This design comes from an exercise in tuning for small area on the open sky130 flow, not from production work.
In this exercise RTL edits were held to simulation tests only and were not proved equivalent to the original.
The flow treats the clock pin as an ideal source, which a real chip does not have.
Power and IR drop assume default switching activity.

// sync_fifo
module sync_fifo #(parameter width=8, depth=16, addr_size=4)(
    input [width-1:0] data_in,
    input rst, clk, rd_en, wr_en,
    output fifo_full, fifo_empty,
    output [width-1:0] data_out
);
==> flow/config.mk <==
export PLATFORM = sky130hd
export DESIGN_NAME = sync_fifo
export DESIGN_NICKNAME = sync_fifo
export VERILOG_FILES = /design/flow/design.v
export SDC_FILE = /design/flow/constraint.sdc
export NUM_CORES = 4
export LEC_CHECK = 0
export CAP_MARGIN = 20
export CORE_MARGIN = 2
export CORE_UTILIZATION = 40
export SLEW_MARGIN = 20
export SYNTH_HIERARCHICAL = 1
==> flow/constraint.sdc <==
create_clock -name core_clock -period 4.0 [get_ports {clk}]
set_input_delay 0.8000 -clock core_clock [delete_from_list [all_inputs] [get_ports {clk}]]
set_output_delay 0.8000 -clock core_clock [all_outputs]
set_load 0.01 [all_outputs]
standard.sh (not shown) runs the stock make flow with config.mk's settings and CLKGATE_MAP_FILE= SYNTH_SCRIPT=/design/flow/synth_recipe.tcl, a recipe that flattens the netlist after the stock synthesis.
==> flow/flow/run.sh <==
#!/bin/bash
# Standard ORFS layout, except: clock tree without dummy loads (they only
# balance skew between tree branches), and port buffers of the smallest size.
set -euo pipefail
export CTS_ARGS="-sink_clustering_enable -repair_clock_nets -dont_use_dummy_load -buf_list sky130_fd_sc_hd__clkbuf_8"
export BUFFER_PORTS_ARGS="-buffer_cell sky130_fd_sc_hd__buf_1"
bash standard.sh finish > standard.log 2>&1
==> next run, changes <==
==> flow/run.sh (new file) <==
#!/bin/bash
# synth_recipe.tcl (not shown) runs the flow's synth.tcl, then flattens the netlist and writes it again
# the make line also repeats each setting of config.mk as NAME=value (left out here)
make -C /OpenROAD-flow-scripts/flow DESIGN_CONFIG=/design/flow/config.mk WORK_HOME=/design/flow/orfs CLKGATE_MAP_FILE= SYNTH_SCRIPT=/design/flow/synth_recipe.tcl finish
CORE_UTILIZATION = 60   (was 40)
CTS_BUF_LIST = sky130_fd_sc_hd__clkbuf_8   (was not set)
CTS_CLUSTER_DIAMETER = 200   (was not set)
CTS_CLUSTER_SIZE = 50   (was not set)
removed: flow/flow/run.sh
removed: flow/standard.sh
Result: The new run passed the timing, DRC and antenna checks. Synthesized area does not change. Worst hold slack is better by 0.018 ns. Die area decreases by 32%. First-iteration DRC count increases by 23%. Sequential power hardly moves. Global-route usage increases by 6.3 points. Routed wire length decreases by 3.7%. Design area increases by 3.5%. Synthesized cell count is unchanged.
==> next run, changes <==
CORE_UTILIZATION = 40   (was 60)
CTS_BUF_LIST = sky130_fd_sc_hd__clkbuf_4   (was sky130_fd_sc_hd__clkbuf_8)
CTS_CLUSTER_DIAMETER = 100   (was 200)
CTS_CLUSTER_SIZE = 30   (was 50)
After rerunning:
- core utilization is lower by 24 points
- maximum frequency is higher by a few percent
- first-iteration DRC count is lower by a quarter to a third
- count of clock-buffer cells in the layout is higher by 3

* * *

sync_fifo, a different RTL version from the one above (not shown whole).
For scale: ~260 cells after synthesis, ~22 I/O pins, about 5000 um2 of cells after synthesis.
Settings: LEC_CHECK=0, CAP_MARGIN=20, CORE_MARGIN=2, CORE_UTILIZATION=40, SLEW_MARGIN=20, SYNTH_HIERARCHICAL=1; clock period 4.0 ns.
==> flow/flow/run.sh <==
#!/bin/bash
# Standard ORFS layout, except: clock tree without dummy loads (they only
# balance skew between tree branches), and port buffers of the smallest size.
set -euo pipefail
export CTS_ARGS="-sink_clustering_enable -repair_clock_nets -dont_use_dummy_load -buf_list sky130_fd_sc_hd__clkbuf_4"
export BUFFER_PORTS_ARGS="-buffer_cell sky130_fd_sc_hd__buf_1"
export POST_FLOORPLAN_TCL="$PWD/flow/downsize.tcl"
export POST_RESIZE_TCL="$PWD/flow/shrink.tcl"
export POST_CTS_TCL="$PWD/flow/postcts.tcl"
bash standard.sh finish > standard.log 2>&1
==> flow/flow/postcts.tcl <==
# After CTS: a clkbuf_4 leaf whose sinks see a slow clock edge is swapped for
# a clkbuf_8, then the placement is legalised again.
estimate_parasitics -placement
set n 0
foreach inst [get_cells clkbuf_*] {
  if { [get_property $inst ref_name] ne "sky130_fd_sc_hd__clkbuf_4" } { continue }
  set net [get_nets -of_objects [get_pins [get_full_name $inst]/X]]
  set worst 0
  foreach l [get_pins -of_objects $net -filter "direction==input"] {
    set s [get_property $l slew_max]
    if { $s > $worst } { set worst $s }
  }
  if { $worst > 0.115 } {
    replace_cell $inst sky130_fd_sc_hd__clkbuf_8
    incr n
  }
}
puts "post-cts: upsized $n clock buffers"
if { $n > 0 } {
  detailed_placement
  estimate_parasitics -placement
}
==> flow/flow/shrink.tcl <==
# After the placement repairs: each buffer or gate the repairs sized above
# drive strength 1 is set to the smallest size of its kind whose net still
# sees slews under 0.9 ns (the library limit is 1.5 ns). Clock buffers,
# registers and port buffers are left alone.
estimate_parasitics -placement
proc net_worst_slew { inst } {
  set worst 0
  foreach p [get_pins -of_objects $inst -filter "direction==output"] {
    set net [get_nets -quiet -of_objects $p]
    if { $net eq "" } { continue }
    foreach l [get_pins -of_objects $net] {
      set s [get_property $l slew_max]
      if { $s > $worst } { set worst $s }
    }
  }
  return $worst
}
set n 0
foreach inst [get_cells *] {
  set name [get_full_name $inst]
  if { [string match clk* $name] } { continue }
  set ref [get_property $inst ref_name]
  if { ![regexp {^(sky130_fd_sc_hd__[a-z0-9]+)_([0-9]+)$} $ref -> base drive] } { continue }
  if { $drive <= 1 } { continue }
  if { [regexp {__(df|dl|sdf|edf|sedf|clk|tap|fill|conb|dly|lpflow|probe)} $base] } { continue }
  foreach d {1 2 3 4 6 8 12 16} {
    if { $d >= $drive } { break }
    if { [get_lib_cells -quiet */${base}_$d] eq "" } { continue }
    replace_cell $name ${base}_$d
    if { [net_worst_slew $inst] <= 0.9 } {
      puts "shrink: $name $ref -> ${base}_$d"
      incr n
      break
    }
    replace_cell $name $ref
  }
}
puts "shrink: $n cells made smaller"
Other scripts of this flow, unchanged in this note and not shown: flow/flow/downsize.tcl
The baseline completed without violations.
Next try:
--- a/flow/flow/run.sh
+++ b/flow/flow/run.sh
@@ -2,2 +2,10 @@
-# Standard ORFS layout, except: clock tree without dummy loads (they only
-# balance skew between tree branches), and port buffers of the smallest size.
+# The standard ORFS layout (the standard.sh, standard synthesis), with:
+#  - port buffers of the smallest size (buf_1);
+#  - a clock tree of clkbuf_4 without dummy loads (they only balance skew
+#    between tree branches), where flow/postcts.tcl swaps a leaf for a clkbuf_8
+#    if its register clock pins see a slow edge;
+#  - flow/downsize.tcl after floorplan: gates synthesis sized above drive
+#    strength 1 go back to size 1 before placement and its repairs;
+#  - flow/shrink.tcl after the placement repairs: gates and buffers those
+#    repairs sized up go to the smallest size that keeps slews low.
+# Each tool's full output is in orfs/logs/; make's output is in standard.log.
--- a/flow/flow/postcts.tcl
+++ b/flow/flow/postcts.tcl
@@ -1,2 +0,0 @@
-# After CTS: a clkbuf_4 leaf whose sinks see a slow clock edge is swapped for
-# a clkbuf_8, then the placement is legalised again.
@@ -7 +5,3 @@
-  set net [get_nets -of_objects [get_pins [get_full_name $inst]/X]]
+  set name [get_full_name $inst]
+  set net [get_nets -of_objects [get_pins $name/X]]
+  set leaf 1
@@ -9,0 +10 @@
+    if { [string match "sky130_fd_sc_hd__clkbuf*" [get_property [get_cells -of_objects $l] ref_name]] } { set leaf 0 }
@@ -13,2 +14,2 @@
-  if { $worst > 0.115 } {
-    replace_cell $inst sky130_fd_sc_hd__clkbuf_8
+  if { $leaf && $worst > 0.118 } {
+    replace_cell $name sky130_fd_sc_hd__clkbuf_8
Result: Power drops by 0.56%. Count of clock-buffer cells in the layout does not change. Maximum frequency rose by 2.6%.
Next try:
==> flow/flow/run.sh (replaced) <==
#!/bin/bash
# Standard ORFS layout, except: clock tree without dummy loads (they only
# balance skew between tree branches), and port buffers of the smallest size.
set -euo pipefail
export CTS_ARGS="-sink_clustering_enable -repair_clock_nets -dont_use_dummy_load -buf_list sky130_fd_sc_hd__clkbuf_4"
export BUFFER_PORTS_ARGS="-buffer_cell sky130_fd_sc_hd__buf_1"
export POST_FLOORPLAN_TCL="$PWD/flow/downsize.tcl"
export POST_RESIZE_TCL="$PWD/flow/shrink.tcl"
export POST_CTS_TCL="$PWD/flow/postcts.tcl"
bash standard.sh finish > standard.log 2>&1
Core utilization stays the same.
Die area is unchanged.
Count of clock-buffer cells in the layout does not change.
Sequential share of layout area is unchanged.
Worst setup slack is unchanged.
Combinational power is about the same.
Final cell count is unchanged.
Next try:
--- a/flow/flow/run.sh
+++ b/flow/flow/run.sh
@@ -8 +7,0 @@
-export POST_RESIZE_TCL="$PWD/flow/shrink.tcl"
--- a/flow/flow/postcts.tcl
+++ b/flow/flow/postcts.tcl
@@ -0,0 +1,2 @@
+# After CTS: a clkbuf_4 leaf whose sinks see a slow clock edge is swapped for
+# a clkbuf_8, then the placement is legalised again.
@@ -5,3 +7 @@
-  set name [get_full_name $inst]
-  set net [get_nets -of_objects [get_pins $name/X]]
-  set leaf 1
+  set net [get_nets -of_objects [get_pins [get_full_name $inst]/X]]
@@ -10 +9,0 @@
-    if { [string match "sky130_fd_sc_hd__clkbuf*" [get_property [get_cells -of_objects $l] ref_name]] } { set leaf 0 }
@@ -14,2 +13,2 @@
-  if { $leaf && $worst > 0.118 } {
-    replace_cell $name sky130_fd_sc_hd__clkbuf_8
+  if { $worst > 0.115 } {
+    replace_cell $inst sky130_fd_sc_hd__clkbuf_8
removed: flow/flow/shrink.tcl
Cell area hardly moves.
Die area does not change.
Worst setup slack degrades by 0.079 ns.
Routed wire length goes up by 1.7%.
Via count falls by 0.79%.
First-iteration DRC count climbs by about 10%.
Area after synthesis is unchanged.
Global-route usage fell by 0.12 points.
Critical path depth is unchanged.
Worst hold slack hardly moves.
Fmax came out lower by about 3%.
Next try:
--- a/flow/flow/run.sh
+++ b/flow/flow/run.sh
@@ -7,0 +8 @@
+export POST_RESIZE_TCL="$PWD/flow/shrink.tcl"
--- a/flow/flow/postcts.tcl
+++ b/flow/flow/postcts.tcl
@@ -13 +13 @@
-  if { $worst > 0.115 } {
+  if { $worst > 0.118 } {
==> flow/flow/shrink.tcl (new file) <==
# After the placement repairs: each buffer or gate the repairs sized above
# drive strength 1 is set to the smallest size of its kind whose net still
# sees slews under 0.9 ns (the library limit is 1.5 ns). Clock buffers,
# registers and port buffers are left alone.
estimate_parasitics -placement
proc net_worst_slew { inst } {
  set worst 0
  foreach p [get_pins -of_objects $inst -filter "direction==output"] {
    set net [get_nets -quiet -of_objects $p]
    if { $net eq "" } { continue }
    foreach l [get_pins -of_objects $net] {
      set s [get_property $l slew_max]
      if { $s > $worst } { set worst $s }
    }
  }
  return $worst
}
set n 0
foreach inst [get_cells *] {
  set name [get_full_name $inst]
  if { [string match clk* $name] } { continue }
  set ref [get_property $inst ref_name]
  if { ![regexp {^(sky130_fd_sc_hd__[a-z0-9]+)_([0-9]+)$} $ref -> base drive] } { continue }
  if { $drive <= 1 } { continue }
  if { [regexp {__(df|dl|sdf|edf|sedf|clk|tap|fill|conb|dly|lpflow|probe)} $base] } { continue }
  foreach d {1 2 3 4 6 8 12 16} {
    if { $d >= $drive } { break }
    if { [get_lib_cells -quiet */${base}_$d] eq "" } { continue }
    replace_cell $name ${base}_$d
    if { [net_worst_slew $inst] <= 0.9 } {
      puts "shrink: $name $ref -> ${base}_$d"
      incr n
      break
    }
    replace_cell $name $ref
  }
}
puts "shrink: $n cells made smaller"
After rerunning:
- global-route usage goes up by 0.19 points
- sequential share of layout area does not change
- routed wire length fell by 0.43%
- synthesized area is unchanged
- utilization is unchanged
- count of clock-buffer cells in the layout is unchanged
- maximum frequency grows by 0.43%
- total power goes up by 0.43%

## port drivers added, routing unchanged
No port has a modelled driver above. Below, the same layouts with a new extraction and two added sets of constraints. Step 1 (the two cells are an assumption about what drives the block):
set clk [get_ports {clk}]
set_driving_cell -lib_cell sky130_fd_sc_hd__clkbuf_16 $clk
set_driving_cell -lib_cell sky130_fd_sc_hd__buf_2 [delete_from_list [all_inputs] $clk]
Step 2 moves the port delays by t, midway between the first and last clock arrival at a register: inputs arrive t later, outputs are due t later. That takes back most of the time a late clock gives input paths. a / b / c = no drivers / after step 1 / after step 2; a / b = the first two.
run	shift t [ns]	slack for setup (ns)	hold WS [ns]	worst setup path after step 2	clock arrival spread, ns
the first run of note 1	0.461	1.584 / 1.584 / 1.139	0.430 / 0.430 / 0.430	input to register	0.033 / 0.034
the second run of note 1	0.452	1.136 / 1.139 / 0.688	0.448 / 0.448 / 0.448	input to register	0.011 / 0.011
the third run of note 1	0.535	1.241 / 1.206 / 0.827	0.455 / 0.455 / 0.455	input to register	0.021 / 0.020
the first run of note 2	0.421	1.321 / 1.330 / 0.908	0.439 / 0.439 / 0.439	input to register	0.025 / 0.025
the second run of note 2	0.517	1.389 / 1.397 / 0.880	0.440 / 0.440 / 0.440	input to register	0.029 / 0.028
the third run of note 2	0.517	1.389 / 1.397 / 0.880	0.440 / 0.440 / 0.440	input to register	0.029 / 0.028
the fourth run of note 2	0.419	1.309 / 1.320 / 0.901	0.438 / 0.438 / 0.438	input to register	0.036 / 0.036
the fifth run of note 2	0.421	1.321 / 1.330 / 0.908	0.439 / 0.439 / 0.439	input to register	0.025 / 0.025
After both steps setup and hold are still met in every run listed.
